Background: an optimization exercise with open tools, aiming at small area, a short achievable clock period and few clock cycles per item. Do not read the settings as production practice.
Function was checked by simulation only, so behaviour that the tests miss may differ from the original.
Power figures rest on the tool's default switching activity, not on a simulated workload.

==> flow/design.v, too long to show whole: its modules and the start of the top module <==
// module prime_finder: 94 lines
// module prime_rom: 2441 lines
// module tab_t15: 74 lines
// module tab_pos: 92 lines
// module tab_off: 45 lines
module prime_finder(
	input              clk,
	input              rst,
	input              start,
	input      [15:0]  n,
	output             done,
	output             is_prime,
	output     [15:0]  prime
);
  // ...
==> flow/run.sh <==
#!/bin/bash
# synth_recipe.tcl (not shown) runs the flow's synth.tcl, then flattens the netlist and writes it again
# the make line also repeats each setting of config.mk as NAME=value (left out here)
make -C /OpenROAD-flow-scripts/flow DESIGN_CONFIG=/design/flow/config.mk WORK_HOME=/design/flow/orfs CLKGATE_MAP_FILE= SYNTH_SCRIPT=/design/flow/synth_recipe.tcl finish
==> flow/config.mk <==
export PLATFORM = sky130hd
export DESIGN_NAME = prime_finder
export DESIGN_NICKNAME = prime_finder
export VERILOG_FILES = /design/flow/design.v
export SDC_FILE = /design/flow/constraint.sdc
export NUM_CORES = 4
export LEC_CHECK = 0
export ABC_AREA = 1
export CAP_MARGIN = 20
export CORE_MARGIN = 2
export CORE_UTILIZATION = 15
export GPL_ROUTABILITY_DRIVEN = 1
export PLACE_DENSITY = 0.22
export SLEW_MARGIN = 20
==> flow/constraint.sdc <==
create_clock -name core_clock -period 8.0 [get_ports {clk}]
set_input_delay 1.6000 -clock core_clock [delete_from_list [all_inputs] [get_ports {clk}]]
set_output_delay 1.6000 -clock core_clock [all_outputs]
set_load 0.01 [all_outputs]
==> results.sh, run 1 <==
export IMPL_final_cell_mix="1435 x nand2_1, 1065 x nand3_1, 426 x nor2_1, 272 x inv_1, 270 x buf_4"
export IMPL_drive_gt1_share_pct=10.7
export IMPL_drcViolationCount=0
export IMPL_outcome="finished clean"
export IMPL_cpMaxStageDelayCell="inv_1"
export IMPL_finalSetupTns_ns=0
export IMPL_num_rows=134
export IMPL_powerDensity_mw_per_mm2=335
export IMPL_synthArstFlopShare_pct=0
export IMPL_swShare_pct=77.3
export IMPL_tapCellCount=1768
export IMPL_area_growth_pct=19.8
export IMPL_cpMostUsedCell="nand2_1"
export IMPL_vias=38300
export IMPL_rsz0062_at_grt="no"
export IMPL_die_area_mm2=0.138
export IMPL_holdWs_ns=0.509
export IMPL_wl_per_cell_um=57.0
export IMPL_ys_ff_latch=28
export IMPL_grt_met1_usage_pct=56.2
export IMPL_comb_power_mw=7.71
export IMPL_post_cts_buffers=0
export IMPL_place_ws_ns=0.995
export IMPL_cts_tree="yes"
export IMPL_multi_input_area_share_pct=71.0
export IMPL_dominant_cells="multi-input gates"
export IMPL_ys_types=59
export IMPL_fillers=16400
export IMPL_wl_met3_mm=43.4
export IMPL_peakVddDrop_mv=0.166
export IMPL_critPathCaptureType="flop"
export IMPL_antenna_cells=50
export IMPL_synth_area_mm2=0.0203
export IMPL_wl_met2_mm=135
export IMPL_synthAdderAreaFrac_pct=3.98
export IMPL_bufAreaShareNonClock_pct=11.0
export IMPL_syn_avg_cell_area_um2=4.77
export IMPL_vias_per_cell=6.25
export IMPL_reg2regPathDepth=27
export IMPL_maxPowerGroup="combinational logic"
Testbench counts, summed over its fixed seeds: cycles 153, items 72.
==> inputs of run 2 (changes only) <==
--- a/flow/config.mk
+++ b/flow/config.mk
@@ -12,3 +12,4 @@
 export GPL_ROUTABILITY_DRIVEN = 1
 export PLACE_DENSITY = 0.22
+export SETUP_SLACK_MARGIN = 2.0
 export SLEW_MARGIN = 20
==> run 2 against run 1 <==
Still clean. Power grew 1.6%. Combinational power is 2% higher. Maximum frequency grew 12%. Sequential share of layout area shrank 0.071 points. Routed wire length about the same. Clock skew down 0.0013 ns. Clock power is essentially flat. Critical endpoint unchanged. Largest power group unchanged. Highest routed layer unchanged.
==> results.sh, run 2 <==
export IMPL_mostFrequentLayoutCell="nand2_1"
export IMPL_powerDensity_mw_per_mm2=333
export IMPL_drive_gt1_share_pct=12.6
export IMPL_synth_most_common_cell="nand2_1"
export IMPL_reg2reg_from="A[6]"
export IMPL_drtIter0Drc=7016
export IMPL_critPathCaptureType="flop"
export IMPL_cp_data_required_time_ns=8.19
export IMPL_area_growth_pct=22.6
export IMPL_clk_pin_slew_ns=0.10
export IMPL_syn_nets=4324
export IMPL_skew_ns=0.0144
export IMPL_outcome="finished clean"
export IMPL_wl_per_cell_um=56.8
export IMPL_cts_inserted_buffers=3
export IMPL_routed_wl_mm=349
export IMPL_drcViolationCount=0
export IMPL_synth_common_cells="1439 x nand2_1, 1065 x nand3_1, 449 x nor2_1"
export IMPL_finalSetupTns_ns=0
export IMPL_synthArstFlopShare_pct=0
export IMPL_die_area_mm2=0.138
export IMPL_cts_sinks=28
export IMPL_fillers=16300
export IMPL_antenna_found_initial=68
export IMPL_die_x_um=371
export IMPL_synth_seq_area_share_pct=3.71
export IMPL_grt_pass1_vias=34900
export IMPL_hp_start="spp"
export IMPL_grtUsageTotal_pct=49.5
export IMPL_syn_avg_cell_area_um2=4.77
export IMPL_fin_nets=4412
export IMPL_yosys_area_top_type="nand2_1"
export IMPL_place_detailed_hpwl_mm=273
export IMPL_fmax_ghz=0.162
export IMPL_vias=38200
export IMPL_yosys_warnings=1
export IMPL_criticalPathCategory="reg -> reg"
export IMPL_die_h_um=371
export IMPL_ios=37
export IMPL_synth_edf_count=19
export IMPL_rsz0062_at_grt="yes"
export IMPL_ys_types=59
export IMPL_postPlaceCellArea_mm2=0.0239
export IMPL_grt_pass1_wl_mm=430
export IMPL_reg_top3="A x10, c_q x6, p x5"
export IMPL_largest_register="A"
export IMPL_clockRootBuffer="clkbuf_16"
export IMPL_cts_tree="yes"
export IMPL_drv_cap=0
export IMPL_startpoint="A[6]"
export IMPL_floorplan_initialDensity_pct=15.1
export IMPL_hold_class="reg -> reg"
export IMPL_cts_buffer_depth=2
export IMPL_port_buffers=36
export IMPL_netlist_area_leader_share_pct=26.7
export IMPL_grt_max_degree=104
export IMPL_synthTopCellsByArea="nand2_1 27%, nand3_1 26%, nor2_1 8.3%"
export IMPL_start_kind="flop"
export IMPL_drt_first_pass_iters=9
export IMPL_peakVddDrop_mv=0.168
export IMPL_antenna_left=0
export IMPL_vias_per_cell=6.21
export IMPL_fin_crit_sh_pct=77.0
export IMPL_final_cell_mix="1417 x nand2_1, 1061 x nand3_1, 417 x nor2_1, 287 x buf_4, 261 x inv_1"
export IMPL_synth_area_mm2=0.0203
export IMPL_coreArea_mm2=0.134
export IMPL_crit_fanout=46
export IMPL_max_slew_margin_rel_pct=10.6
export IMPL_clock_latency_ns=0.31
export IMPL_power_leakage_nw=12.8
export IMPL_ys_dominant_reg_cell="edfxtp_1"
export IMPL_place_congestion=1.16
export IMPL_worstPathArrival_ns=6.35
export IMPL_final_min_clock_period_ns=6.16
export IMPL_ys_ff_latch=28
export IMPL_holdWs_ns=0.515
export IMPL_h_tree_depth=1
export IMPL_hold_viol=0
export IMPL_worstMarginPinSlew_ns=1.34
export IMPL_setup_violations=0
export IMPL_largest_register_ffs=10
export IMPL_synthCells=4246
export IMPL_grt_overflow=0
export IMPL_drv_slew=0
export IMPL_fin_area_mm2=0.0248
export IMPL_num_rows=134
-- run 2: worst max-delay path, cell delays in order (launching register included) --
cell and delay (ns):
edfxtp_1 0.43, buf_12 0.18, buf_4 0.15, inv_6 0.42, nor2_4 0.05, nand2_1 0.66, nand2_1 0.23, inv_1 0.62
nand2_1 0.33, o21ai_1 0.49, nand3_1 0.28, nand3_1 0.16, nand3_1 0.23, nand3_1 0.23, nand2_1 0.11, nor2_2 0.25
nand2_4 0.13, nor2_8 0.16, nand2_1 0.10, nand2_2 0.12, inv_1 0.09, ha_1 0.28, nand3_1 0.08, nand3_1 0.10
o21ai_1 0.08
-- run 2: path summary, 6_finish.rpt --
kind	endpoint	slack, ns	cells after the start
min reg2reg	isp_q	0.52	2
max	c_q[2]	1.84	24
max reg2reg	c_q[2]	1.84	24
min	isp_q	0.52	2
-- run 2: repair_timing --
| item | CTS | global route |
|---|---|---|
| setup buffers | 3 | 19 |
| endpoints found under the hold margin | 0 | 0 |
| hold buffers | 0 | 0 |
| resized for setup | 28 | 79 |
| setup endpoints to repair | 38 | 37 |
| pin swaps | 3 | 11 |
-- run 2: metrics by stage --
step	setup WS (ns)	instances	util [%]	total power, mW
3_3_place_gp	0.833	6073	17.9	7.48
2_1_floorplan	2.29	4246	-	3.52
5_1_grt	1.96	6106	18.5	8.22
4_1_cts	1.98	6080	18.0	7.56
6_report	1.84	6153	18.6	8.26
3_5_place_dp	0.995	6073	17.9	7.34
-- run 2: logic make-up (layout without fill, tap and decap cells) --
group	count (synthesis)	in the layout	share of synthesized area [%]
and+or+nand+nor	3154	3154	68.3
adders and majority gates	59	59	3.98
DFF	28	28	3.71
buffers and inverters	564	651	12.1
xor gates and xnor gates	12	12	0.519
AOI/OAI and AO/OA	429	429	11.5
other	0	52	0
-- run 2: final cells by class --
class / instances / area (µm²) / area share (%)
well taps: 1768 / 2210 / 8.91
diodes: 52 / 130 / 0.524
inverters: 306 / 1230 / 4.97
clock buffers: 4 / 100 / 0.403
multi-input cells: 3654 / 17500 / 70.6
flip-flops and latches: 28 / 751 / 3.02
repair buffers: 341 / 2870 / 11.6
-- run 2: power breakdown --
part	internal [mW]	leakage, nW	total, mW	switching, mW
logic	1.62	12.5	7.84	6.22
registers	0.204	0.263	0.251	0.0467
clock network	0.0882	0.0497	0.164	0.0759
total	1.91	12.8	8.26	6.34
-- run 2: per-layer routing --
| metal | global-route usage, % | wire [µm] |
|---|---|---|
| met3 | 23.4 | 44300 |
| met4 | 47.6 | 41400 |
| met5 | 0.0699 | 276 |
| met1 | 56.0 | 129000 |
| met2 | 67.0 | 134000 |
==> inputs of run 3 (changes only) <==
--- a/flow/config.mk
+++ b/flow/config.mk
@@ -9,7 +9,7 @@
 export CAP_MARGIN = 20
 export CORE_MARGIN = 2
-export CORE_UTILIZATION = 15
+export CORE_UTILIZATION = 25
 export GPL_ROUTABILITY_DRIVEN = 1
-export PLACE_DENSITY = 0.22
-export SETUP_SLACK_MARGIN = 2.0
+export PLACE_DENSITY = 0.35
+export SETUP_SLACK_MARGIN = 3.0
 export SLEW_MARGIN = 20
==> run 3 against run 2 <==
Synthesized cell count unchanged. The run now fails in global routing. Area after synthesis unchanged.
==> results.sh, run 3 <==
export IMPL_synth_common_cells="1439 x nand2_1, 1065 x nand3_1, 449 x nor2_1"
export IMPL_cts_inserted_buffers=3
export IMPL_clockRootBuffer="clkbuf_16"
export IMPL_cts_sinks=28
export IMPL_place_detailed_hpwl_mm=215
export IMPL_synth_edf_count=19
export IMPL_ctsHoldBuffers=0
export IMPL_synth_seq_area_share_pct=3.71
export IMPL_num_rows=104
export IMPL_port_buffers=36
export IMPL_grtUsageTotal_pct=73.1
export IMPL_syn_nets=4324
export IMPL_synth_area_mm2=0.0203
export IMPL_synthTopCellsByArea="nand2_1 27%, nand3_1 26%, nor2_1 8.3%"
export IMPL_netlist_area_leader_share_pct=26.7
export IMPL_cts_buffer_depth=2
export IMPL_grt_overflow=27
export IMPL_h_tree_depth=1
export IMPL_stop_error="[ERROR GRT-0116] Global routing finished with congestion. Check the congestion regions in the DRC Viewer."
export IMPL_stop_stage="global routing"
export IMPL_synthArstFlopShare_pct=0
export IMPL_ios=37
export IMPL_outcome="stopped before the end"
export IMPL_ys_dominant_reg_cell="edfxtp_1"
export IMPL_die_x_um=289
export IMPL_synth_most_common_cell="nand2_1"
export IMPL_floorplan_initialDensity_pct=25.2
export IMPL_grt_pass1_wl_mm=403
export IMPL_grt_max_degree=95
export IMPL_ys_ff_latch=28
export IMPL_die_h_um=289
export IMPL_place_congestion=1.32
export IMPL_yosys_warnings=1
export IMPL_synthCells=4246
export IMPL_grt_pass1_vias=38200
export IMPL_ys_types=59
export IMPL_syn_avg_cell_area_um2=4.77
export IMPL_yosys_area_top_type="nand2_1"
## run 3: cell counts after synthesis
No cell type changed its count.
## run 3: cells by family after synthesis
logic type | Yosys count | synth area share [%]
DFF | 28 | 3.71
AOI/OAI and AO/OA | 429 | 11.5
and+or+nand+nor | 3154 | 68.3
xor gates and xnor gates | 12 | 0.519
buffers and inverters | 564 | 12.1
adders and majority gates | 59 | 3.98
## run 3: per-stage QoR
step / worst slack, ns / instances / cell area (µm²) / hold WS (ns) / utilization [%]
global placement: 1.35 / 5255 / 22100 / 0.516 / 27.5
detailed placement: 1.45 / 5255 / 22100 / 0.519 / 27.5
CTS: 2.65 / 5323 / 23700 / 0.537 / 29.5
floorplan: 2.59 / 4246 / 20300 / 0.419 / -
## run 3: worst min path at each step
stage                     start  endpoint  slack [ns]
after CTS                  busy      busy        0.54
after floorplan             spp     isp_q        0.42
after detailed placement    spp     isp_q        0.52
after global placement     busy      busy        0.52
## run 3: power by group through the flow
stage | Combinational [mW] | Sequential (mW) | Clock, mW
after floorplan | 3.31 | 0.225 | 0
after global placement | 6.35 | 0.267 | 0
after detailed placement | 6.26 | 0.265 | 0
after CTS | 6.58 | 0.252 | 0.156
## run 3: metal layers
layer	GRT overflow	global-route usage (%)
met1	1	75.5
met2	15	84.3
met3	0	63.3
met4	11	65.9
met5	0	39.7
## run 3: timing repair
| item | in CTS |
|---|---|
| setup buffers | 63 |
| setup endpoints to repair | 47 |
| gates cloned | 1 |
| resized for setup | 288 |
| pin swaps | 28 |
==> module prime_finder, before the edit <==
module prime_finder(
	input              clk,
	input              rst,
	input              start,
	input      [15:0]  n,
	output             done,
	output             is_prime,
	output     [15:0]  prime
);
wire       h3 = n[15];
wire [3:0] h2 = n[14:11];
wire [3:0] h1 = n[10:7];
wire [3:0] h0 = n[6:3];
wire [4:0] t01 = {1'b0, h0} + {1'b0, h1};
wire [4:0] t23 = {1'b0, h2} + {4'd0, h3};
wire [5:0] tt = {1'b0, t01} + {1'b0, t23};
wire [1:0] tu;     
wire [3:0] mh;     
tab_t15 t_t15(.a(tt), .d({tu, mh}));
wire [4:0] b21 = {1'b0, h2} + {1'b0, h1} + {4'd0, h3};
wire [9:0] nb = {1'b0, h3, 3'd0, h3, 4'd0} + {2'd0, h2, 4'd0} + {5'd0, b21};    
wire [2:0] alo = {1'b0, nb[1:0]} + {1'b0, tu};
wire [7:0] abh = nb[9:2] + 8'd1;
wire [9:0] a_c = {alo[2] ? abh : nb[9:2], alo[1:0]};     
wire [4:0] p_c;    
wire       rc_c;   
tab_pos t_pos(.a({mh, n[2:0]}), .d({rc_c, p_c}));
wire       n_small = (n < 16'd6);
wire       n_wrap  = (n > 16'd65521);
wire [1:0] sp_c  = n_wrap ? 2'd1 : !n_small ? 2'd0 : (n <= 16'd2) ? 2'd1 : (n == 16'd3) ? 2'd2 : 2'd3;
wire       spp_c = (n == 16'd2) | (n == 16'd3) | (n == 16'd5);
reg [9:0]  A;
reg [4:0]  p;
reg        rc;
reg [1:0]  sp;
reg        spp;
reg        busy;
reg        done_q, isp_q;
reg [6:0]  c_q;      
wire [31:0] v;
prime_rom rom(.a(A), .d(v));
wire [31:0] vm = v & ({32{1'b1}} << p);    
wire [15:0] e1a; wire [15:0] e1i;
wire [7:0]  e2a; wire [15:0] e2i;
wire [3:0]  e3a; wire [11:0] e3i;
wire [1:0]  e4a; wire [7:0]  e4i;
genvar g;
generate
	for (g = 0; g < 16; g = g + 1) begin : l1
		assign e1a[g] = vm[2*g] | vm[2*g+1];
		assign e1i[g] = ~vm[2*g];
	end
	for (g = 0; g < 8; g = g + 1) begin : l2
		assign e2a[g] = e1a[2*g] | e1a[2*g+1];
		assign e2i[2*g+1:2*g] = e1a[2*g] ? {1'b0, e1i[2*g]} : {1'b1, e1i[2*g+1]};
	end
	for (g = 0; g < 4; g = g + 1) begin : l3
		assign e3a[g] = e2a[2*g] | e2a[2*g+1];
		assign e3i[3*g+2:3*g] = e2a[2*g] ? {1'b0, e2i[4*g+1:4*g]} : {1'b1, e2i[4*g+3:4*g+2]};
	end
	for (g = 0; g < 2; g = g + 1) begin : l4
		assign e4a[g] = e3a[2*g] | e3a[2*g+1];
		assign e4i[4*g+3:4*g] = e3a[2*g] ? {1'b0, e3i[6*g+2:6*g]} : {1'b1, e3i[6*g+5:6*g+3]};
	end
endgenerate
wire       fany = e4a[0] | e4a[1];
wire [4:0] fk = e4a[0] ? {1'b0, e4i[3:0]} : {1'b1, e4i[7:4]};
wire       found = fany | (sp != 2'd0);
wire [6:0] c;                                
tab_off t_off(.a(fk), .d(c));
wire        isp_c = (sp == 2'd0) ? (rc & fany & (fk == p)) : spp;
wire [13:0] phi = {A, c_q[6:3]} - {4'd0, A};    
wire [15:0] prime_o = (sp == 2'd0) ? {phi[12:0], c_q[2:0]} : (sp == 2'd1) ? 16'd2 : (sp == 2'd2) ? 16'd3 : 16'd5;
always @(posedge clk) begin
	if (start) begin
		A   <= a_c;
		p   <= p_c;
		rc  <= rc_c;
		sp  <= sp_c;
		spp <= spp_c;
	end else if (busy & ~found) begin    
		A   <= A + 10'd1;
		p   <= 5'd0;
		rc  <= 1'b0;
	end
	busy    <= ~rst & (start | (busy & ~found));
	done_q  <= ~rst & ~start & (done_q | (busy & found));
	c_q     <= c;
	isp_q   <= isp_c;
end
assign done = done_q;
assign is_prime = isp_q;
assign prime = prime_o;
endmodule
==> inputs of run 4 (changes only) <==
--- a/flow/design.v
+++ b/flow/design.v
@@ -20,7 +20,8 @@
 wire [4:0] b21 = {1'b0, h2} + {1'b0, h1} + {4'd0, h3};
 wire [9:0] nb = {1'b0, h3, 3'd0, h3, 4'd0} + {2'd0, h2, 4'd0} + {5'd0, b21};    
-wire [2:0] alo = {1'b0, nb[1:0]} + {1'b0, tu};
-wire [7:0] abh = nb[9:2] + 8'd1;
-wire [9:0] a_c = {alo[2] ? abh : nb[9:2], alo[1:0]};     
+wire [9:0] nb1 = nb + 10'd1;
+wire [9:0] nb2 = nb + 10'd2;
+wire [9:0] nb3 = nb + 10'd3;
+wire [9:0] a_c = tu[1] ? (tu[0] ? nb3 : nb2) : (tu[0] ? nb1 : nb);     
 wire [4:0] p_c;    
 wire       rc_c;   
--- a/flow/config.mk
+++ b/flow/config.mk
@@ -9,7 +9,7 @@
 export CAP_MARGIN = 20
 export CORE_MARGIN = 2
-export CORE_UTILIZATION = 25
+export CORE_UTILIZATION = 15
 export GPL_ROUTABILITY_DRIVEN = 1
-export PLACE_DENSITY = 0.35
+export PLACE_DENSITY = 0.28
 export SETUP_SLACK_MARGIN = 3.0
 export SLEW_MARGIN = 20
==> run 4 against run 3 <==
Now clean on timing, DRC and antenna. Area after synthesis about the same. Synthesized cell count increased by 3.8%.
==> results.sh, run 4 <==
export IMPL_yosys_area_top_type="nand2_1"
export IMPL_reg_top3="A x10, c_q x6, p x5"
export IMPL_synthArstFlopShare_pct=0
export IMPL_holdWs_ns=0.508
export IMPL_outcome="finished clean"
export IMPL_worstPathArrival_ns=5.36
export IMPL_place_detailed_hpwl_mm=284
export IMPL_h_tree_depth=1
export IMPL_cpMaxStageDelayCell="edfxtp_1"
export IMPL_synth_edf_count=19
export IMPL_drtIter0Drc=7246
export IMPL_die_h_um=372
export IMPL_ys_ff_latch=28
export IMPL_cpPeakStageDelay_ns=0.46
export IMPL_peakVddDrop_mv=0.259
export IMPL_largest_register_ffs=10
export IMPL_antenna_left=0
export IMPL_floorplan_initialDensity_pct=15.1
export IMPL_seqPwrFrac_pct=2.5
export IMPL_grtUsageTotal_pct=52.2
export IMPL_wl_met2_mm=139
export IMPL_fin_nets=4751
export IMPL_drv_slew=0
export IMPL_cp_data_required_time_ns=8.20
export IMPL_ios=37
export IMPL_setup_violations=0
export IMPL_power_internal_mw=2.54
export IMPL_fin_area_mm2=0.0287
export IMPL_power_leakage_nw=15.0
export IMPL_postPlaceCellArea_mm2=0.0252
export IMPL_synth_seq_area_share_pct=3.70
export IMPL_holdPathStages=2
export IMPL_critPathBufInv=5
export IMPL_max_slew_margin_rel_pct=22.5
export IMPL_grt_pass1_wl_mm=456
export IMPL_wl_per_cell_um=57.0
export IMPL_cts_tree="yes"
export IMPL_p_switching_mw=7.40
export IMPL_netlist_area_leader_share_pct=30.9
export IMPL_drt_first_pass_iters=9
export IMPL_finalSetupTns_ns=0
export IMPL_final_core_util_pct=21.5
export IMPL_grt_pass1_vias=37200
export IMPL_cts_inserted_buffers=3
export IMPL_start_kind="flop"
export IMPL_worstMarginPinSlew_ns=1.15
export IMPL_cts_buffer_depth=2
export IMPL_cts_sinks=28
export IMPL_crit_cells=25
export IMPL_routed_top_layer="met5"
export IMPL_synth_most_common_cell="nand2_1"
export IMPL_reg2regPathDepth=25
export IMPL_hold_class="reg -> reg"
export IMPL_final_min_clock_period_ns=5.16
export IMPL_final_cell_mix="1525 x nand2_1, 770 x nand3_1, 406 x nor2_1, 398 x buf_4, 265 x a21oi_1"
export IMPL_mostFrequentLayoutCell="nand2_1"
export IMPL_criticalPathCategory="reg -> reg"
export IMPL_die_x_um=372
export IMPL_synthCells=4407
export IMPL_place_ws_ns=1.55
export IMPL_cpMostUsedCell="nand2_1"
export IMPL_clockRootBuffer="clkbuf_16"
export IMPL_synth_common_cells="1670 x nand2_1, 815 x nand3_1, 517 x nor2_1"
export IMPL_num_rows=134
export IMPL_vias_per_cell=6.35
export IMPL_syn_avg_cell_area_um2=4.60
export IMPL_wl_met3_mm=52.2
export IMPL_synthTopCellsByArea="nand2_1 31%, nand3_1 20%, nor2_1 9.6%"
export IMPL_fmax_ghz=0.194
export IMPL_vias=41300
export IMPL_hold_viol=0
export IMPL_clkPwrFrac_pct=1.6
export IMPL_p_comb_share_pct=95.8
export IMPL_place_congestion=1.20
export IMPL_ys_types=47
export IMPL_area_growth_pct=41.7
export IMPL_crit_family="simple AND/OR/NAND/NOR gates"
export IMPL_powerDensity_mw_per_mm2=346
export IMPL_largest_register="A"
export IMPL_die_area_mm2=0.138
export IMPL_port_buffers=36
export IMPL_yosys_warnings=1
export IMPL_coreArea_mm2=0.134
export IMPL_syn_nets=4486
export IMPL_routed_wl_mm=371
export IMPL_setup_slack_ns=2.84
export IMPL_synth_area_mm2=0.0203
export IMPL_grt_max_degree=74
export IMPL_drive_gt1_share_pct=20.8
export IMPL_ys_dominant_reg_cell="edfxtp_1"
export IMPL_drcViolationCount=0
export IMPL_swShare_pct=74.4
export IMPL_grt_overflow=0
export IMPL_drv_cap=0
export IMPL_clk_pin_slew_ns=0.10
export IMPL_fin_crit_sh_pct=64.5
export IMPL_rsz0062_at_grt="yes"
export IMPL_wl_met1_mm=135
export IMPL_critPathCaptureType="flop"
export IMPL_skew_ns=0.0181
export IMPL_antenna_found_initial=81
export IMPL_crit_fanout=10
export IMPL_clock_latency_ns=0.31
run 4: path summary, 6_finish.rpt:
kind,from,end,slack (ns)
setup / recovery,A[9],c_q[2],2.84
hold reg to reg,spp,isp_q,0.51
setup reg to reg,A[9],c_q[2],2.84
hold / removal,spp,isp_q,0.51
run 4: metrics by stage:
| step | power [mW] | cells |
|---|---|---|
| after floorplan | 3.66 | 4407 |
| after global placement | 8.46 | 6311 |
| after detailed placement | 8.25 | 6313 |
| after CTS | 8.81 | 6385 |
| after global routing | 9.83 | 6445 |
| final | 9.94 | 6498 |
run 4: layout make-up:
class | instances | area, µm²
timing repair buffer | 527 | 4820
sequential | 28 | 751
multi-input combinational | 3810 | 19400
antenna | 59 | 148
inverter | 302 | 1290
clock buffer | 4 | 100
fill | 16100 | 105000
tap | 1768 | 2210
run 4: power by group through the flow:
stage / sequential (mW) / clock [mW] / combinational, mW
5_1_grt: 0.256 / 0.170 / 9.40
3_5_place_dp: 0.274 / 0 / 7.97
6_report: 0.252 / 0.162 / 9.53
2_1_floorplan: 0.228 / 0 / 3.43
4_1_cts: 0.252 / 0.173 / 8.39
3_3_place_gp: 0.276 / 0 / 8.19
run 4: per-layer routing:
layer	vias up	GRT usage (%)
met2	4230	69.1
met5	-	0
li1	15100	-
met3	1483	27.5
met1	20400	58.4
met4	44	51.1
run 4: worst min-delay path: stages (launching register included):
cell and delay, ns:
edfxtp_1 0.33, nand2_1 0.09, nand2_1 0.07
run 4: what timing repair did:
action | CTS | global route
hold endpoints to repair | 0 | 0
endpoints found under the setup margin | 49 | 44
gates cloned | 1 | 0
buffers inserted | 67 | 53
pin swaps | 42 | 38
hold buffers | 0 | 0
gates resized for setup | 318 | 314
run 4: logic make-up (layout without fill, tap and decap cells):
| family | Yosys count | count (layout) | share of synthesized area [%] |
|---|---|---|---|
| compound gates | 598 | 598 | 15.6 |
| buf+inv | 570 | 833 | 11.2 |
| fa+ha+maj | 60 | 60 | 4.00 |
| flops | 28 | 28 | 3.70 |
| xor+xnor | 15 | 15 | 0.648 |
| other cells | 0 | 59 | 0 |
| simple gates | 3136 | 3137 | 64.9 |
Testbench counts of run 4, summed over its fixed seeds: cycles 153, items 72.
==> inputs of run 5 (changes only) <==
--- a/flow/config.mk
+++ b/flow/config.mk
@@ -11,5 +11,6 @@
 export CORE_UTILIZATION = 15
 export GPL_ROUTABILITY_DRIVEN = 1
-export PLACE_DENSITY = 0.28
+export PLACE_DENSITY = 0.22
 export SETUP_SLACK_MARGIN = 3.0
 export SLEW_MARGIN = 20
+export TNS_END_PERCENT = 0
==> run 5 against run 4 <==
Still clean on timing, DRC and antenna. Area after synthesis did not move. Sequential share of layout area rose by 0.16 points. Non-clock buffer count fell by 74. Design area fell by 5.7%. Hold slack improved by 0.021 ns. Combinational power fell by 4.3%. Routed wire length fell by 2.9%.
==> results.sh, run 5 <==
export IMPL_clk_pin_slew_ns=0.10
export IMPL_ys_ff_latch=28
export IMPL_ys_dominant_reg_cell="edfxtp_1"
export IMPL_syn_avg_cell_area_um2=4.60
export IMPL_ios=37
export IMPL_drtIter0Drc=7576
export IMPL_drv_cap=0
export IMPL_netlist_area_leader_share_pct=30.9
export IMPL_port_buffers=36
export IMPL_hp_start="done_q"
export IMPL_largest_register_ffs=10
export IMPL_fin_nets=4676
export IMPL_p_switching_mw=7.15
export IMPL_max_slew_margin_rel_pct=9.75
export IMPL_synth_xor_area_share_pct=0.648
export IMPL_synth_most_common_cell="nand2_1"
export IMPL_reg2reg_from="A[3]"
export IMPL_swShare_pct=75.0
export IMPL_critPathCaptureType="flop"
export IMPL_synthCells=4407
export IMPL_peakVddDrop_mv=0.139
export IMPL_setup_violations=0
export IMPL_power_leakage_nw=14.5
export IMPL_hold_viol=0
export IMPL_die_x_um=372
export IMPL_routed_wl_mm=360
export IMPL_muxShareOfSynthArea_pct=0
export IMPL_synth_common_cells="1670 x nand2_1, 815 x nand3_1, 517 x nor2_1"
export IMPL_drcViolationCount=0
export IMPL_fin_area_mm2=0.0271
export IMPL_ctsHoldBuffers=0
export IMPL_synth_area_mm2=0.0203
export IMPL_mostFrequentLayoutCell="nand2_1"
export IMPL_fmax_ghz=0.185
export IMPL_drt_first_pass_iters=8
export IMPL_powerDensity_mw_per_mm2=352
export IMPL_yosys_area_top_type="nand2_1"
export IMPL_antenna_left=0
export IMPL_crit_fanout=81
export IMPL_worstMarginPinSlew_ns=1.35
export IMPL_start_kind="flop"
export IMPL_reg_top3="A x10, c_q x6, p x5"
export IMPL_clock_latency_ns=0.31
export IMPL_power_internal_mw=2.39
export IMPL_grt_max_degree=99
export IMPL_cp_data_required_time_ns=8.18
export IMPL_wl_per_cell_um=56.1
export IMPL_grt_pass1_vias=36400
export IMPL_final_cell_mix="1583 x nand2_1, 782 x nand3_1, 437 x nor2_1, 357 x buf_4, 281 x a21oi_1"
export IMPL_power_mw=9.54
export IMPL_cts_inserted_buffers=3
export IMPL_rsz0062_at_grt="yes"
export IMPL_yosys_area_share_simple_pct=64.9
export IMPL_coreArea_mm2=0.134
export IMPL_synth_seq_area_share_pct=3.70
export IMPL_die_h_um=372
export IMPL_cts_tree="yes"
export IMPL_criticalPathCategory="reg -> reg"
export IMPL_floorplan_initialDensity_pct=15.1
export IMPL_synth_edf_count=19
export IMPL_drv_slew=0
export IMPL_die_area_mm2=0.138
export IMPL_skew_ns=0.0173
export IMPL_area_growth_pct=33.7
export IMPL_cts_sinks=28
export IMPL_yosys_warnings=1
export IMPL_outcome="finished clean"
export IMPL_syn_nets=4486
export IMPL_grt_overflow=0
export IMPL_num_rows=134
export IMPL_synthAdderAreaFrac_pct=4.00
export IMPL_worstPathArrival_ns=5.58
export IMPL_grtUsageTotal_pct=50.5
export IMPL_seqPwrFrac_pct=2.7
export IMPL_final_min_clock_period_ns=5.41
export IMPL_synthArstFlopShare_pct=0
export IMPL_cts_buffer_depth=2
export IMPL_clockRootBuffer="clkbuf_16"
export IMPL_finalSetupTns_ns=0
export IMPL_clkPwrFrac_pct=1.7
export IMPL_synth_top_family_by_area="simple AND/OR/NAND/NOR gates"
export IMPL_drive_gt1_share_pct=16.2
export IMPL_largest_register="A"
export IMPL_fin_crit_sh_pct=67.6
export IMPL_hold_class="reg -> reg"
export IMPL_vias_per_cell=6.33
export IMPL_p_comb_share_pct=95.6
export IMPL_synthTopCellsByArea="nand2_1 31%, nand3_1 20%, nor2_1 9.6%"
export IMPL_fillers=16200
export IMPL_vias=40600
export IMPL_startpoint="A[3]"
export IMPL_antenna_found_initial=71
export IMPL_place_detailed_hpwl_mm=269
export IMPL_ys_types=47
export IMPL_place_congestion=1.15
export IMPL_synth_compound_area_share_pct=15.6
export IMPL_postPlaceCellArea_mm2=0.0250
export IMPL_grt_pass1_wl_mm=442
export IMPL_h_tree_depth=1
## run 5: cell types whose count changed in the layout (fill, tap and decap cells not counted), sizes merged, moves of 5 or more
| cell | previous run | this run |
|---|---|---|
| buf | 498 | 412 |
| bufbuf | 0 | 5 |
| clkbuf | 4 | 9 |
| clkinvlp | 22 | 16 |
| diode | 59 | 52 |
| inv | 272 | 278 |
## run 5: routing by layer
metal / up-vias / track usage (%) / wire length (µm)
met5: - / 2.03 / 569
met4: 52 / 48.9 / 43600
met3: 1511 / 26.7 / 49700
met2: 4171 / 67.0 / 135000
met1: 19900 / 56.2 / 131000
li1: 14900 / - / -
## run 5: cells by family after synthesis
| logic type | count (synthesis) |
|---|---|
| compound gates | 598 |
| xor+xnor | 15 |
| fa+ha+maj | 60 |
| buf+inv | 570 |
| flops | 28 |
| simple gates | 3136 |
## run 5: final timing paths
kind / to / slack (ns) / depth (start not counted)
setup / recovery: c_q[1] / 2.59 / 22
hold / removal: done_q / 0.53 / 2
setup reg to reg: c_q[1] / 2.59 / 22
hold reg to reg: done_q / 0.53 / 2
## run 5: what timing repair did
item | in CTS | in global routing
pin swaps | 12 | 20
setup endpoints to repair | 49 | 47
cloned | 5 | 1
gates resized for setup | 175 | 178
buffers inserted | 30 | 18
## run 5: per-stage QoR
stage	utilization [%]	worst slack [ns]	instances	hold slack, ns
detailed placement	18.7	1.70	6305	0.515
global placement	18.7	1.49	6304	0.525
CTS	19.5	2.76	6344	0.535
global route	20.2	2.62	6374	0.582
finish	20.2	2.59	6416	0.529
floorplan	-	2.85	4407	0.419
## run 5: final cells by class
cell class / count / area, µm² / area share (%)
clock buffer: 4 / 100 / 0.369
timing repair buffer: 453 / 4170 / 15.4
tap: 1768 / 2210 / 8.17
multi-input combinational: 3809 / 18500 / 68.2
sequential: 28 / 751 / 2.77
inverter: 302 / 1240 / 4.59
antenna: 52 / 130 / 0.480
## run 5: worst max-delay path, stage by stage (launching register included)
cell and delay, ns:
edfxtp_1 0.50, buf_4 0.20, buf_4 0.19, buf_12 0.21, nor2_4 0.38, buf_4 0.49, buf_4 0.46, a21oi_1 0.14
nand3_1 0.37, nand3_1 0.28, nand3_1 0.32, nand3_1 0.15, nand2_1 0.18, nor2_2 0.07, buf_4 0.14, a21oi_1 0.13
o21a_1 0.17, nand2_2 0.15, buf_4 0.18, nand2_1 0.06, nand2_1 0.05, nand2_1 0.05, nand2_1 0.09
## run 5: power groups by stage
stage / Sequential (mW) / Combinational, mW / Clock (mW)
3_5_place_dp: 0.270 / 7.85 / 0
6_report: 0.258 / 9.12 / 0.162
2_1_floorplan: 0.228 / 3.39 / 0
3_3_place_gp: 0.271 / 8.01 / 0
5_1_grt: 0.263 / 9.04 / 0.173
4_1_cts: 0.258 / 8.20 / 0.174
==> inputs of run 6 (changes only) <==
--- a/flow/config.mk
+++ b/flow/config.mk
@@ -14,3 +14,2 @@
 export SETUP_SLACK_MARGIN = 3.0
 export SLEW_MARGIN = 20
-export TNS_END_PERCENT = 0
==> run 6 against run 5 <==
Still clean on timing, DRC and antenna. Design area is 4.6% higher. Critical path depth is 1 higher. Combinational power is 2% higher. Via count is 0.23% lower. Final cell count is 0.42% higher. Sequential power hardly changed. Critical path type unchanged. Non-clock buffer count is 18 higher. Setup slack better by 0.25 ns. Sequential share of layout area is 0.12 points lower. Count of clock-buffer cells in the layout stayed put.
==> results.sh, run 6 <==
export IMPL_fillers=16100
export IMPL_synth_seq_area_share_pct=3.70
export IMPL_drcViolationCount=0
export IMPL_largest_register_ffs=10
export IMPL_hold_class="reg -> reg"
export IMPL_worstMarginPinSlew_ns=1.27
export IMPL_crit_fanout=24
export IMPL_crit_path_cell_trace="buf_12 > inv_16 > nor2_4 > buf_4 > nand2_4 > nand2_1 > nor2_2 > buf_4 > nand3_1 > nand2_1 > nand2_1 > nand2_1 > nand3_1 > nand2_1 > nand2_1 > nand3_1 > nand2_1 > nor2_1 > nand2_2 > nor2_4 > nand4_1 > nand2_1 > buf_12"
export IMPL_grt_max_degree=81
export IMPL_synthArstFlopShare_pct=0
export IMPL_reg_top3="A x10, c_q x6, p x5"
export IMPL_setup_slack_ns=2.84
export IMPL_outcome="finished clean"
export IMPL_ys_ff_latch=28
export IMPL_cpPeakStageDelay_ns=0.44
export IMPL_clk_pin_slew_ns=0.10
export IMPL_synth_area_mm2=0.0203
export IMPL_peakVddDrop_mv=0.132
export IMPL_synth_most_common_cell="nand2_1"
export IMPL_yosys_area_top_type="nand2_1"
export IMPL_wl_per_cell_um=56.5
export IMPL_yosys_warnings=1
export IMPL_place_congestion=1.18
export IMPL_fmax_ghz=0.194
export IMPL_start_kind="flop"
export IMPL_startpoint="A[5]"
export IMPL_h_tree_depth=1
export IMPL_drv_cap=0
export IMPL_place_detailed_hpwl_mm=276
export IMPL_drive_gt1_share_pct=19.6
export IMPL_syn_avg_cell_area_um2=4.60
export IMPL_synthTopCellsByArea="nand2_1 31%, nand3_1 20%, nor2_1 9.6%"
export IMPL_syn_nets=4486
export IMPL_max_slew_margin_rel_pct=15.3
export IMPL_vias=40500
export IMPL_grt_met3_usage_pct=27.5
export IMPL_final_cell_mix="1549 x nand2_1, 766 x nand3_1, 400 x nor2_1, 338 x buf_4, 263 x a21oi_1"
export IMPL_netlist_area_leader_share_pct=30.9
export IMPL_busiest_layer="met2"
export IMPL_setup_worst_path_end="A[9]"
export IMPL_cpMostUsedCell="nand2_1"
export IMPL_place_ws_ns=1.45
export IMPL_reg2reg_from="A[5]"
export IMPL_drt_first_pass_iters=8
export IMPL_skew_ns=0.00949
export IMPL_vias_per_cell=6.29
export IMPL_num_rows=134
export IMPL_antenna_left=0
export IMPL_ctsHoldBuffers=0
export IMPL_clockRootBuffer="clkbuf_16"
export IMPL_floorplan_initialDensity_pct=15.1
export IMPL_reg2regPathDepth=23
export IMPL_synth_common_cells="1670 x nand2_1, 815 x nand3_1, 517 x nor2_1"
export IMPL_cts_tree="yes"
export IMPL_clock_latency_ns=0.31
export IMPL_critPathCaptureType="flop"
export IMPL_fin_crit_sh_pct=64.5
export IMPL_grt_pass1_vias=36100
export IMPL_port_buffers=36
export IMPL_mostFrequentLayoutCell="nand2_1"
export IMPL_area_growth_pct=39.8
export IMPL_worstPathArrival_ns=5.18
export IMPL_die_h_um=372
export IMPL_cts_buffer_depth=2
export IMPL_powerDensity_mw_per_mm2=342
export IMPL_final_seq_area_um2=751
export IMPL_cpMaxStageDelayCell="edfxtp_1"
export IMPL_criticalPathCategory="reg -> reg"
export IMPL_met2_usage_pct=67.6
export IMPL_r2r_end="A[9]"
export IMPL_die_x_um=372
export IMPL_reg2reg_slack_ns=2.84
export IMPL_synth_edf_count=19
export IMPL_grt_pass1_wl_mm=445
export IMPL_ys_types=47
export IMPL_routed_wl_mm=364
export IMPL_largest_register="A"
export IMPL_grt_overflow=0
export IMPL_hold_viol=0
export IMPL_cp_data_required_time_ns=8.03
export IMPL_rsz0062_at_grt="yes"
export IMPL_ys_dominant_reg_cell="edfxtp_1"
export IMPL_synthCells=4407
export IMPL_ios=37
export IMPL_power_leakage_nw=14.8
export IMPL_fin_nets=4695
export IMPL_drtIter0Drc=7523
export IMPL_coreArea_mm2=0.134
export IMPL_cts_sinks=28
export IMPL_setup_violations=0
export IMPL_grtUsageTotal_pct=51.1
export IMPL_grt_met1_usage_pct=57.5
export IMPL_die_area_mm2=0.138
export IMPL_finalSetupTns_ns=0
export IMPL_cts_inserted_buffers=3
export IMPL_multi_input_area_mm2=0.0193
export IMPL_final_min_clock_period_ns=5.16
export IMPL_drv_slew=0
export IMPL_antenna_found_initial=71
export IMPL_holdWs_ns=0.527
run 6: cell count changes in the layout (fill, tap and decap cells not counted), moves of 18 or more:
cell and change:
a21oi_1 -18, nor2_4 +22, o21ai_0 -18, nand2_4 +26, buf_4 -19, buf_6 +28, nor2_1 -37, nand2_1 -34
a21oi_2 +18
run 6: layer usage:
metal,part of all wire [%],routed length [µm],vias up
met4,11,41300,44
met3,14,51300,1334
met5,0.26,962,-
met2,38,136000,4194
met1,37,134000,19900
li1,-,-,15000
run 6: metrics by stage:
stage	area [µm²]	utilization (%)	std cells	power (mW)
4_1_cts	26600	19.9	6327	8.58
5_1_grt	28200	21.1	6399	9.59
2_1_floorplan	20400	-	4407	3.66
3_5_place_dp	24500	18.3	6243	7.94
3_3_place_gp	24500	18.3	6242	8.12
6_report	28300	21.2	6443	9.70
run 6: cell type report:
class / count / share of cell area, %
diodes: 60 / 0.530
clock buffers: 4 / 0.353
inverters: 302 / 4.78
multi-input cells: 3809 / 68.2
flip-flops and latches: 28 / 2.65
well taps: 1768 / 7.81
repair buffers: 471 / 15.7
repair inverters: 1 / 0.0309
run 6: logic make-up (layout without fill, tap and decap cells):
logic type / count (synthesis) / after routing / share of synthesized area, %
adder cells (fa/ha/maj): 60 / 60 / 4.00
other: 0 / 60 / 0
XOR/XNOR: 15 / 15 / 0.648
buffers and inverters: 570 / 778 / 11.2
flip-flops: 28 / 28 / 3.70
AO/OA/AOI/OAI: 598 / 598 / 15.6
AND/OR/NAND/NOR: 3136 / 3136 / 64.9
run 6: critical path, delay by kind of cell, from the launching register on:
kind | cells | cell delay, ns
and+or+nand+nor | 18 | 3.18
buffers and inverters | 5 | 1.17
DFF | 1 | 0.44
run 6: worst min path at each step:
| stage | start | end | slack (ns) | depth (start not counted) |
|---|---|---|---|---|
| after global placement | done_q | done_q | 0.51 | 2 |
| final | done_q | done_q | 0.53 | 2 |
| after floorplan | spp | isp_q | 0.42 | 2 |
| after global routing | busy | busy | 0.57 | 2 |
| after detailed placement | done_q | done_q | 0.51 | 2 |
| after CTS | busy | busy | 0.53 | 2 |
run 6: what timing repair did:
action	4_1_cts	5_1_grt
setup endpoints to repair	51	43
cloned	1	2
pin swaps	39	48
gates resized for setup	374	273
buffers inserted	79	53
run 6: power by group:
| part | internal [mW] | total [mW] | leakage [nW] | switching [mW] |
|---|---|---|---|---|
| Clock | 0.0884 | 0.168 | 0.0498 | 0.0792 |
| Sequential | 0.205 | 0.260 | 0.263 | 0.0553 |
| Combinational | 2.12 | 9.27 | 14.5 | 7.15 |
| Total | 2.41 | 9.70 | 14.8 | 7.29 |
==> inputs of run 7 (changes only) <==
--- a/flow/design.v
+++ b/flow/design.v
@@ -38,5 +38,5 @@
 reg        busy;
 reg        done_q, isp_q;
-reg [6:0]  c_q;      
+reg [4:0]  k_q;      
 wire [31:0] v;
 prime_rom rom(.a(A), .d(v));
@@ -69,8 +69,8 @@
 wire       found = fany | (sp != 2'd0);
 wire [6:0] c;                                
-tab_off t_off(.a(fk), .d(c));
+tab_off t_off(.a(k_q), .d(c));
 wire        isp_c = (sp == 2'd0) ? (rc & fany & (fk == p)) : spp;
-wire [13:0] phi = {A, c_q[6:3]} - {4'd0, A};    
-wire [15:0] prime_o = (sp == 2'd0) ? {phi[12:0], c_q[2:0]} : (sp == 2'd1) ? 16'd2 : (sp == 2'd2) ? 16'd3 : 16'd5;
+wire [13:0] phi = {A, c[6:3]} - {4'd0, A};    
+wire [15:0] prime_o = (sp == 2'd0) ? {phi[12:0], c[2:0]} : (sp == 2'd1) ? 16'd2 : (sp == 2'd2) ? 16'd3 : 16'd5;
 always @(posedge clk) begin
 	if (start) begin
@@ -87,5 +87,5 @@
 	busy    <= ~rst & (start | (busy & ~found));
 	done_q  <= ~rst & ~start & (done_q | (busy & found));
-	c_q     <= c;
+	k_q     <= fk;
 	isp_q   <= isp_c;
 end
==> run 7 against run 6 <==
Global-route usage fell by 0.38 points. Critical path depth fell by 3. Power rose by 1.3%. Clock power fell by 14%. Still clean. Largest cell class unchanged. Routed wire length fell by 1.2%. Critical endpoint is now p[2]. Via count fell by 0.50%. Sequential share of layout area fell by 0.14 points. Clock skew rose by 0.0027 ns. Flip-flop and latch count fell by 1. Setup slack improved by 0.034 ns. Critical path type is now in -> reg.
==> results.sh, run 7 <==
export IMPL_postPlaceCellArea_mm2=0.0242
export IMPL_finalSetupTns_ns=0
export IMPL_cpMaxStageDelayCell="fa_1"
export IMPL_clockRootBuffer="clkbuf_16"
export IMPL_muxShareOfSynthArea_pct=0
export IMPL_drcViolationCount=0
export IMPL_area_growth_pct=47.0
export IMPL_fin_nets=4598
export IMPL_critPathCaptureType="flop"
export IMPL_place_detailed_hpwl_mm=274
export IMPL_drtIter0Drc=7028
export IMPL_grt_overflow=0
export IMPL_synth_area_mm2=0.0200
export IMPL_synth_seq_area_share_pct=3.66
export IMPL_h_tree_depth=1
export IMPL_coreArea_mm2=0.132
export IMPL_synthTopCellsByArea="nand3_1 28%, nand2_1 27%, nor2_1 8.8%"
export IMPL_final_core_util_pct=22.3
export IMPL_cp_data_required_time_ns=8.02
export IMPL_clk_pin_slew_ns=0.09
export IMPL_synth_common_cells="1424 x nand2_1, 1127 x nand3_1, 470 x nor2_1"
export IMPL_r2r_end="p[2]"
export IMPL_grt_pass1_vias=35800
export IMPL_synth_xor_area_share_pct=0.658
export IMPL_netlist_area_leader_share_pct=28.2
export IMPL_syn_avg_cell_area_um2=4.70
export IMPL_cts_sinks=27
export IMPL_drv_slew=0
export IMPL_floorplan_initialDensity_pct=15.2
export IMPL_vias=40300
export IMPL_yosys_warnings=1
export IMPL_worstPathArrival_ns=5.15
export IMPL_place_congestion=1.15
export IMPL_grtUsageTotal_pct=50.7
export IMPL_drive_gt1_share_pct=24.9
export IMPL_antenna_left=0
export IMPL_fin_area_mm2=0.0294
export IMPL_peakVddDrop_mv=0.156
export IMPL_drt_first_pass_iters=9
export IMPL_synthAdderAreaFrac_pct=4.25
export IMPL_dp_cells=6082
export IMPL_hold_viol=0
export IMPL_hp_start="done_q"
export IMPL_cts_buffer_depth=2
export IMPL_drv_cap=0
export IMPL_vias_per_cell=6.37
export IMPL_reg2regPathDepth=23
export IMPL_skew_ns=0.0122
export IMPL_fin_crit_sh_pct=64.1
export IMPL_die_h_um=369
export IMPL_routed_wl_mm=359
export IMPL_synth_top_family_by_area="simple AND/OR/NAND/NOR gates"
export IMPL_whs_endpoint="done_q"
export IMPL_final_cells=6330
export IMPL_synth_compound_area_share_pct=11.8
export IMPL_yosys_area_top_type="nand3_1"
export IMPL_ys_types=50
export IMPL_rsz0062_at_grt="yes"
export IMPL_wl_per_cell_um=56.8
export IMPL_holdPathStages=2
export IMPL_synth_most_common_cell="nand2_1"
export IMPL_crit_path_cell_trace="buf_8 > fa_1 > ha_2 > fa_2 > a21oi_2 > o21ai_2 > xor2_2 > inv_2 > ha_4 > nor2_4 > a21oi_2 > o21a_1 > o31a_1 > a32o_2 > inv_4 > ha_4 > ha_4 > or2_4 > a21oi_2 > a221oi_2"
export IMPL_die_x_um=369
export IMPL_setup_violations=0
export IMPL_num_rows=133
export IMPL_worstMarginPinSlew_ns=1.21
export IMPL_start_kind="input port"
export IMPL_crit_family="adder cells"
export IMPL_cts_inserted_buffers=3
export IMPL_powerDensity_mw_per_mm2=335
export IMPL_antenna_found_initial=63
export IMPL_syn_nets=4329
export IMPL_max_slew_margin_rel_pct=19.3
export IMPL_reg_top3="A x10, k_q x5, p x5"
export IMPL_fillers=15800
export IMPL_port_buffers=36
export IMPL_crit_fanout=5
export IMPL_fmax_ghz=0.195
export IMPL_cts_tree="yes"
export IMPL_synthArstFlopShare_pct=0
export IMPL_final_min_clock_period_ns=5.13
export IMPL_power_leakage_nw=14.4
export IMPL_largest_register="A"
export IMPL_critPathBufInv=3
export IMPL_final_cell_mix="1276 x nand2_1, 1009 x nand3_1, 383 x buf_4, 342 x nor2_1, 199 x inv_1"
export IMPL_synth_edf_count=19
export IMPL_die_area_mm2=0.136
export IMPL_reg2reg_from="A[6]"
export IMPL_clock_latency_ns=0.31
export IMPL_mostFrequentLayoutCell="nand2_1"
export IMPL_ios=37
export IMPL_holdWs_ns=0.531
export IMPL_synthCells=4247
export IMPL_hold_class="reg -> reg"
export IMPL_ys_ff_latch=27
export IMPL_largest_register_ffs=10
export IMPL_criticalPathCategory="in -> reg"
export IMPL_ys_dominant_reg_cell="edfxtp_1"
export IMPL_yosys_area_share_simple_pct=68.3
export IMPL_grt_pass1_wl_mm=439
export IMPL_cpPeakStageDelay_ns=0.47
export IMPL_grt_max_degree=112
export IMPL_reg2reg_slack_ns=2.92
export IMPL_outcome="finished clean"
[run 7: worst max path at each step]
stage / from / to / depth (start not counted)
after floorplan: n[15] / p[2] / 19
after global placement: n[12] / p[1] / 19
after detailed placement: A[8] / A[8] / 22
after CTS: k_q[4] / prime[14] / 25
after global routing: n[7] / rc / 22
final: n[7] / p[2] / 20
[run 7: layer usage]
metal  vias up  track usage [%]  routed length (µm)
li1      14800                -                   -
met1     19800             56.9              131000
met2      4155             68.2              135000
met3      1476             25.9               50000
met4        34             47.8               42600
met5         -            0.321                 632
[run 7: logic make-up (layout without fill, tap and decap cells)]
family | Yosys count | in the layout
and+or+nand+nor | 3162 | 3163
buffers and inverters | 546 | 813
AOI/OAI and AO/OA | 434 | 434
adders and majority gates | 63 | 63
DFF | 27 | 27
xor gates and xnor gates | 15 | 15
other | 0 | 60
[run 7: final cells by class]
type / count / area [µm²] / area share (%)
antenna: 60 / 150 / 0.511
clock buffer: 3 / 75.1 / 0.256
clock inverter: 1 / 6.26 / 0.0213
inverter: 273 / 1250 / 4.27
multi-input combinational: 3675 / 19800 / 67.6
sequential: 27 / 738 / 2.51
tap: 1755 / 2200 / 7.48
timing repair buffer: 535 / 5090 / 17.3
timing repair inverter: 1 / 8.76 / 0.0298
[run 7: repair_timing]
| item | 4_1_cts | 5_1_grt |
|---|---|---|
| gates resized for setup | 392 | 493 |
| setup buffers | 77 | 102 |
| cloned | 1 | 4 |
| pin swaps | 61 | 86 |
| setup endpoints to repair | 48 | 45 |
| hold buffers | 0 | 0 |
[run 7: worst register-to-register path, cell delays in order, from the launching register on]
cell       delay, ns
edfxtp_1        0.52
inv_4           0.31
buf_12          0.34
nand2_4         0.28
nand2_2         0.31
nand2_4         0.24
buf_4           0.30
nand2_1         0.14
inv_1           0.08
a21oi_1         0.39
nand2_1         0.09
nand3_1         0.15
nand2_2         0.24
o21ai_0         0.27
nand3_2         0.15
nand2_1         0.13
nor2_2          0.06
nand2_1         0.08
nor2_2          0.05
nand2_1         0.12
inv_2           0.08
nand3_1         0.11
nand2_2         0.14
clkbuf_16       0.23
[run 7: report_power, final]
group / internal, mW / total [mW] / switching (mW)
registers: 0.197 / 0.270 / 0.0733
logic: 2.29 / 9.41 / 7.11
clock network: 0.0693 / 0.144 / 0.0742
total: 2.56 / 9.82 / 7.26
[run 7: stage by stage]
step	worst slack (ns)	power, mW
final	2.87	9.82
after detailed placement	1.45	7.84
after global placement	1.34	8.02
after floorplan	2.74	3.56
after global routing	2.70	9.69
after CTS	2.81	8.52
Testbench counts of run 7, summed over its fixed seeds: cycles 153, items 72.
==> inputs of run 8 (changes only) <==
--- a/flow/config.mk
+++ b/flow/config.mk
@@ -7,5 +7,5 @@
 export LEC_CHECK = 0
 export ABC_AREA = 1
-export CAP_MARGIN = 20
+export CAP_MARGIN = 5
 export CORE_MARGIN = 2
 export CORE_UTILIZATION = 15
@@ -13,3 +13,4 @@
 export PLACE_DENSITY = 0.22
 export SETUP_SLACK_MARGIN = 3.0
-export SLEW_MARGIN = 20
+export SLEW_MARGIN = 5
+export TNS_END_PERCENT = 0
==> run 8 against run 7 <==
Utilization fell by 1.8 points. Area after synthesis did not move. Register-to-register slack got worse by 0.31 ns. Hold slack got worse by 0.0090 ns. Combinational power fell by 5.8%. Global-route usage fell by 1.6 points.
==> results.sh, run 8 <==
export IMPL_grt_max_degree=96
export IMPL_synth_xor_area_share_pct=0.658
export IMPL_ys_ff_latch=27
export IMPL_final_cell_mix="1334 x nand2_1, 1072 x nand3_1, 388 x nor2_1, 376 x buf_4, 219 x inv_1"
export IMPL_final_min_clock_period_ns=5.39
export IMPL_syn_nets=4329
export IMPL_power_mw=9.28
export IMPL_yosys_warnings=1
export IMPL_grt_met1_usage_pct=57.4
export IMPL_vias_per_cell=6.26
export IMPL_routed_wl_mm=345
export IMPL_postPlaceCellArea_mm2=0.0243
export IMPL_critPathCaptureType="flop"
export IMPL_fin_area_mm2=0.0270
export IMPL_synthCells=4247
export IMPL_drt_first_pass_iters=6
export IMPL_grt_pass1_wl_mm=427
export IMPL_grtUsageTotal_pct=49.1
export IMPL_die_h_um=369
export IMPL_met2_usage_pct=65.0
export IMPL_multi_input_area_mm2=0.0186
export IMPL_area_growth_pct=35.2
export IMPL_r2r_end="A[9]"
export IMPL_place_detailed_hpwl_mm=265
export IMPL_synth_top_family_by_area="simple AND/OR/NAND/NOR gates"
export IMPL_drive_gt1_share_pct=18.9
export IMPL_max_slew_margin_rel_pct=10.3
export IMPL_dp_cells=6106
export IMPL_synthTopCellsByArea="nand3_1 28%, nand2_1 27%, nor2_1 8.8%"
export IMPL_ios=37
export IMPL_yosys_area_share_simple_pct=68.3
export IMPL_grt_met3_usage_pct=22.4
export IMPL_busiest_layer="met2"
export IMPL_clk_pin_slew_ns=0.09
export IMPL_reg2reg_slack_ns=2.61
export IMPL_yosys_area_top_type="nand3_1"
export IMPL_place_congestion=1.14
export IMPL_die_area_mm2=0.136
export IMPL_drv_cap=0
export IMPL_drcViolationCount=0
export IMPL_synth_most_common_cell="nand2_1"
export IMPL_criticalPathCategory="reg -> reg"
export IMPL_reg2regPathDepth=23
export IMPL_start_kind="flop"
export IMPL_synthArstFlopShare_pct=0
export IMPL_drtIter0Drc=6767
export IMPL_netlist_area_leader_share_pct=28.2
export IMPL_synth_compound_area_share_pct=11.8
export IMPL_port_buffers=36
export IMPL_cts_tree="yes"
export IMPL_drv_slew=0
export IMPL_muxShareOfSynthArea_pct=0
export IMPL_mostFrequentLayoutCell="nand2_1"
export IMPL_worstPathArrival_ns=5.41
export IMPL_largest_register_ffs=10
export IMPL_reg2reg_from="A[7]"
export IMPL_setup_violations=0
export IMPL_synth_area_mm2=0.0200
export IMPL_rsz0062_at_grt="yes"
export IMPL_grt_pass1_vias=35500
export IMPL_holdWs_ns=0.522
export IMPL_power_leakage_nw=13.6
export IMPL_reg_top3="A x10, k_q x5, p x5"
export IMPL_synth_edf_count=19
export IMPL_fin_crit_sh_pct=67.4
export IMPL_clockRootBuffer="clkbuf_16"
export IMPL_cp_data_required_time_ns=8.02
export IMPL_cts_buffer_depth=2
export IMPL_die_x_um=369
export IMPL_outcome="finished clean"
export IMPL_ys_dominant_reg_cell="edfxtp_1"
export IMPL_synth_seq_area_share_pct=3.66
export IMPL_final_core_util_pct=20.5
export IMPL_finalSetupTns_ns=0
export IMPL_wl_per_cell_um=55.1
export IMPL_hold_class="reg -> reg"
export IMPL_floorplan_initialDensity_pct=15.2
export IMPL_h_tree_depth=1
export IMPL_worstMarginPinSlew_ns=1.34
export IMPL_final_seq_area_um2=741
export IMPL_synthAdderAreaFrac_pct=4.25
export IMPL_final_cells=6250
export IMPL_skew_ns=0.00761
export IMPL_fillers=15900
export IMPL_place_ws_ns=1.47
export IMPL_antenna_left=0
export IMPL_syn_avg_cell_area_um2=4.70
export IMPL_cts_sinks=27
export IMPL_setup_worst_path_end="A[9]"
export IMPL_vias=39100
export IMPL_clock_latency_ns=0.30
export IMPL_powerDensity_mw_per_mm2=344
export IMPL_coreArea_mm2=0.132
export IMPL_ctsHoldBuffers=0
export IMPL_synth_common_cells="1424 x nand2_1, 1127 x nand3_1, 470 x nor2_1"
export IMPL_antenna_found_initial=68
export IMPL_fin_nets=4534
export IMPL_peakVddDrop_mv=0.145
export IMPL_startpoint="A[7]"
export IMPL_fmax_ghz=0.185
export IMPL_hold_viol=0
export IMPL_largest_register="A"
export IMPL_setup_slack_ns=2.61
export IMPL_crit_fanout=25
export IMPL_grt_overflow=0
export IMPL_num_rows=133
export IMPL_cts_inserted_buffers=3
export IMPL_ys_types=50
[run 8: changes by cell type in the layout (fill, tap and decap cells not counted), moves of 17 or more]
| cell | before | now |
|---|---|---|
| nor2_4 | 63 | 46 |
| buf_12 | 58 | 31 |
| nand2_1 | 1276 | 1334 |
| a21oi_1 | 185 | 204 |
| buf_6 | 46 | 29 |
| nor2_2 | 81 | 52 |
| nand2_4 | 53 | 27 |
| nor2_1 | 342 | 388 |
| nand3_1 | 1009 | 1072 |
| inv_1 | 199 | 219 |
| clkinvlp_4 | 36 | 19 |
| nand3_2 | 89 | 51 |
| nand2_2 | 102 | 79 |
| nand3_4 | 32 | 7 |
[run 8: logic make-up after synthesis]
family          count (synthesis)
fa+ha+maj                      63
flops                          27
buf+inv                       546
xor+xnor                       15
simple gates                 3162
compound gates                434
[run 8: final cells by class]
type                       instances  area share (%)
multi-input combinational       3674            68.8
timing repair buffer             473            15.3
clock buffer                       3           0.278
inverter                         273            4.31
antenna                           44           0.408
sequential                        27            2.74
clock inverter                     1          0.0232
tap                             1755            8.13
[run 8: where the power goes]
part / switching, mW / total, mW / internal (mW) / leakage (nW)
Combinational: 6.72 / 8.86 / 2.14 / 13.3
Clock: 0.0745 / 0.144 / 0.0694 / 0.0418
Sequential: 0.0846 / 0.282 / 0.198 / 0.255
Total: 6.88 / 9.28 / 2.41 / 13.6
[run 8: repair_timing]
| action | in CTS | in global routing |
|---|---|---|
| endpoints found under the setup margin | 49 | 47 |
| setup buffers | 41 | 53 |
| gates resized for setup | 291 | 242 |
| pin swaps | 39 | 68 |
[run 8: worst min-delay path by stage]
stage | from | endpoint | slack, ns | cells after the start
final | busy | busy | 0.52 | 2
after detailed placement | done_q | done_q | 0.50 | 2
after floorplan | spp | isp_q | 0.42 | 2
after global placement | done_q | done_q | 0.52 | 2
after global routing | done_q | done_q | 0.55 | 2
after CTS | done_q | done_q | 0.52 | 2
[run 8: worst max-delay path, stage by stage (launching register included)]
cell and delay, ns:
edfxtp_1 0.34, buf_4 0.30, inv_6 0.20, nand2_1 0.10
buf_4 0.32, nand2_2 0.27, nand2_4 0.22, inv_1 0.11
nor2_2 0.56, nand3_1 0.37, nand3_1 0.16, nand3_1 0.09
nand3_1 0.17, nand3_1 0.26, nand3_2 0.22, nand2_1 0.07
nor2_1 0.20, nand2_1 0.15, nor2_4 0.21, nand2_1 0.08
inv_1 0.16, nand3_1 0.12, nand2_1 0.16, buf_12 0.18
[run 8: per-layer routing]
metal / share of wire, % / wire, µm
met3: 13 / 44300
met2: 38 / 130000
met4: 12 / 39800
met5: 0.070 / 242
met1: 38 / 131000
==> inputs of run 9 (changes only) <==
--- a/flow/config.mk
+++ b/flow/config.mk
@@ -14,3 +14,2 @@
 export SETUP_SLACK_MARGIN = 3.0
 export SLEW_MARGIN = 5
-export TNS_END_PERCENT = 0
==> run 9 against run 8 <==
Still clean on timing, DRC and antenna. Routed wire length grew 3.7%. Critical path depth shrank 2. Hold slack lost 0.00053 ns. Global-route usage grew 1.6 points. Area after synthesis is the same. Sequential share of layout area shrank 0.11 points. Flip-flop and latch count is the same. Largest power group unchanged. Sequential power shrank 4%. Critical path type unchanged.
==> results.sh, run 9 <==
export IMPL_grt_pass1_wl_mm=439
export IMPL_worstMarginPinSlew_ns=1.41
export IMPL_yosys_area_top_type="nand3_1"
export IMPL_grt_overflow=0
export IMPL_floorplan_initialDensity_pct=15.2
export IMPL_antenna_left=0
export IMPL_synth_common_cells="1424 x nand2_1, 1127 x nand3_1, 470 x nor2_1"
export IMPL_syn_avg_cell_area_um2=4.70
export IMPL_fillers=15800
export IMPL_cts_inserted_buffers=3
export IMPL_yosys_warnings=1
export IMPL_final_core_util_pct=21.4
export IMPL_hold_class="reg -> reg"
export IMPL_cp_data_required_time_ns=8.03
export IMPL_synthArstFlopShare_pct=0
export IMPL_syn_nets=4329
export IMPL_grt_pass1_vias=36000
export IMPL_worstPathArrival_ns=5.19
export IMPL_final_min_clock_period_ns=5.16
export IMPL_synthTopCellsByArea="nand3_1 28%, nand2_1 27%, nor2_1 8.8%"
export IMPL_clockRootBuffer="clkbuf_16"
export IMPL_die_h_um=369
export IMPL_grt_max_degree=112
export IMPL_drcViolationCount=0
export IMPL_postPlaceCellArea_mm2=0.0242
export IMPL_ys_types=50
export IMPL_power_leakage_nw=14.0
export IMPL_drv_slew=0
export IMPL_place_congestion=1.15
export IMPL_multi_input_area_mm2=0.0193
export IMPL_fmax_ghz=0.194
export IMPL_netlist_area_leader_share_pct=28.2
export IMPL_largest_register="A"
export IMPL_reg2reg_from="A[8]"
export IMPL_ys_ff_latch=27
export IMPL_num_rows=133
export IMPL_reg_top3="A x10, k_q x5, p x5"
export IMPL_crit_fanout=16
export IMPL_outcome="finished clean"
export IMPL_rsz0062_at_grt="yes"
export IMPL_drv_cap=0
export IMPL_routed_wl_mm=357
export IMPL_ios=37
export IMPL_holdWs_ns=0.522
export IMPL_hp_start="done_q"
export IMPL_die_area_mm2=0.136
export IMPL_cpPeakStageDelay_ns=0.54
export IMPL_antenna_found_initial=70
export IMPL_synthCells=4247
export IMPL_coreArea_mm2=0.132
export IMPL_wl_per_cell_um=56.8
export IMPL_area_growth_pct=40.9
export IMPL_fin_crit_sh_pct=64.5
export IMPL_peakVddDrop_mv=0.164
export IMPL_synth_edf_count=19
export IMPL_hold_viol=0
export IMPL_crit_path_cell_trace="buf_4 > ha_1 > buf_8 > nand2_4 > nor2_4 > nor2_4 > nand3_1 > nand3_1 > nand3_1 > nand3_1 > nand3_1 > nand3_1 > nand2_1 > nor2_2 > nand2_1 > nor2_4 > nand2_1 > inv_2 > nand3_1 > nand2_2 > buf_12"
export IMPL_synth_area_mm2=0.0200
export IMPL_synth_seq_area_share_pct=3.66
export IMPL_h_tree_depth=1
export IMPL_cts_sinks=27
export IMPL_skew_ns=0.0128
export IMPL_start_kind="flop"
export IMPL_reg2regPathDepth=21
export IMPL_port_buffers=36
export IMPL_cpMostUsedCell="nand3_1"
export IMPL_reg2reg_slack_ns=2.84
export IMPL_cts_tree="yes"
export IMPL_clk_pin_slew_ns=0.09
export IMPL_clock_latency_ns=0.31
export IMPL_whs_endpoint="done_q"
export IMPL_drt_first_pass_iters=7
export IMPL_critPathCaptureType="flop"
export IMPL_cts_buffer_depth=2
export IMPL_crit_family="simple AND/OR/NAND/NOR gates"
export IMPL_drtIter0Drc=7106
export IMPL_final_cell_mix="1306 x nand2_1, 1041 x nand3_1, 383 x buf_4, 363 x nor2_1, 204 x inv_1"
export IMPL_mostFrequentLayoutCell="nand2_1"
export IMPL_powerDensity_mw_per_mm2=343
export IMPL_fin_nets=4563
export IMPL_drive_gt1_share_pct=22.1
export IMPL_critPathBufInv=4
export IMPL_holdPathStages=2
export IMPL_die_x_um=369
export IMPL_fin_area_mm2=0.0281
export IMPL_vias_per_cell=6.38
export IMPL_max_slew_margin_rel_pct=5.68
export IMPL_grtUsageTotal_pct=50.7
export IMPL_cpMaxStageDelayCell="nand3_1"
export IMPL_finalSetupTns_ns=0
export IMPL_largest_register_ffs=10
export IMPL_vias=40100
export IMPL_ys_dominant_reg_cell="edfxtp_1"
export IMPL_ctsHoldBuffers=0
export IMPL_setup_violations=0
export IMPL_criticalPathCategory="reg -> reg"
export IMPL_synth_most_common_cell="nand2_1"
export IMPL_final_seq_area_um2=741
export IMPL_r2r_end="A[9]"
export IMPL_place_detailed_hpwl_mm=274
[run 9: power by group]
group          switching (mW)  internal (mW)  total [mW]  leakage [nW]
clock network          0.0733         0.0693       0.143        0.0418
logic                    7.02           2.23        9.25          13.7
registers              0.0738          0.198       0.272         0.256
[run 9: worst max-delay path by stage]
stage	cells after the start	from	end	slack (ns)
2_1_floorplan	19	n[15]	p[2]	2.74
3_3_place_gp	19	n[12]	p[1]	1.34
3_5_place_dp	22	A[8]	A[8]	1.43
4_1_cts	24	k_q[4]	prime[15]	2.81
5_1_grt	19	n[15]	p[0]	2.68
6_report	21	A[8]	A[9]	2.84
[run 9: worst register-to-register path, delay by kind of cell (launching register included)]
kind / cells / cell delay [ns]
adder cells (fa/ha/maj): 1 / 0.21
buffers and inverters: 4 / 0.68
AND/OR/NAND/NOR: 16 / 3.48
flip-flops: 1 / 0.48
[run 9: cell type report]
cell class                      count  area share [%]
Sequential cell                    27            2.63
Multi-Input combinational cell   3675            68.5
Tap cell                         1755            7.80
Clock inverter                      1          0.0222
Clock buffer                        3           0.267
Inverter                          273            4.28
Timing Repair Buffer              501            16.0
Antenna cell                       55           0.489
[run 9: through the flow]
stage | setup slack [ns] | cells | power, mW
global placement | 1.34 | 6081 | 8.02
detailed placement | 1.43 | 6081 | 7.83
floorplan | 2.74 | 4247 | 3.56
finish | 2.84 | 6290 | 9.66
CTS | 2.81 | 6176 | 8.56
global route | 2.68 | 6238 | 9.57
[run 9: logic make-up (layout without fill, tap and decap cells)]
family / Yosys count / after routing / synth area share (%)
buffers and inverters: 546 / 778 / 11.3
AOI/OAI and AO/OA: 434 / 434 / 11.8
DFF: 27 / 27 / 3.66
xor gates and xnor gates: 15 / 15 / 0.658
adders and majority gates: 63 / 63 / 4.25
other: 0 / 55 / 0
and+or+nand+nor: 3162 / 3163 / 68.3
[run 9: repair_timing]
item / in CTS / in global routing
pin swaps: 69 / 49
buffers inserted: 91 / 55
resized for setup: 442 / 264
cloned: 0 / 3
endpoints found under the setup margin: 48 / 46
[run 9: routing by layer]
layer  vias up  track usage (%)  wire [µm]  part of all wire [%]
li1      14700                -          -                     -
met1     19800             56.5     130000                    36
met2      4069             67.6     135000                    38
met3      1462             26.7      49300                    14
met4        62             48.4      42000                    12
met5         -             1.18        915                  0.26

Setup slack of run 9, layout unchanged: 2.842 ns with ideal ports, 2.842 ns with driving cells assumed (clock clkbuf_16, inputs buf_2), 2.547 ns with port delays also shifted by the 0.358 ns mid clock arrival.
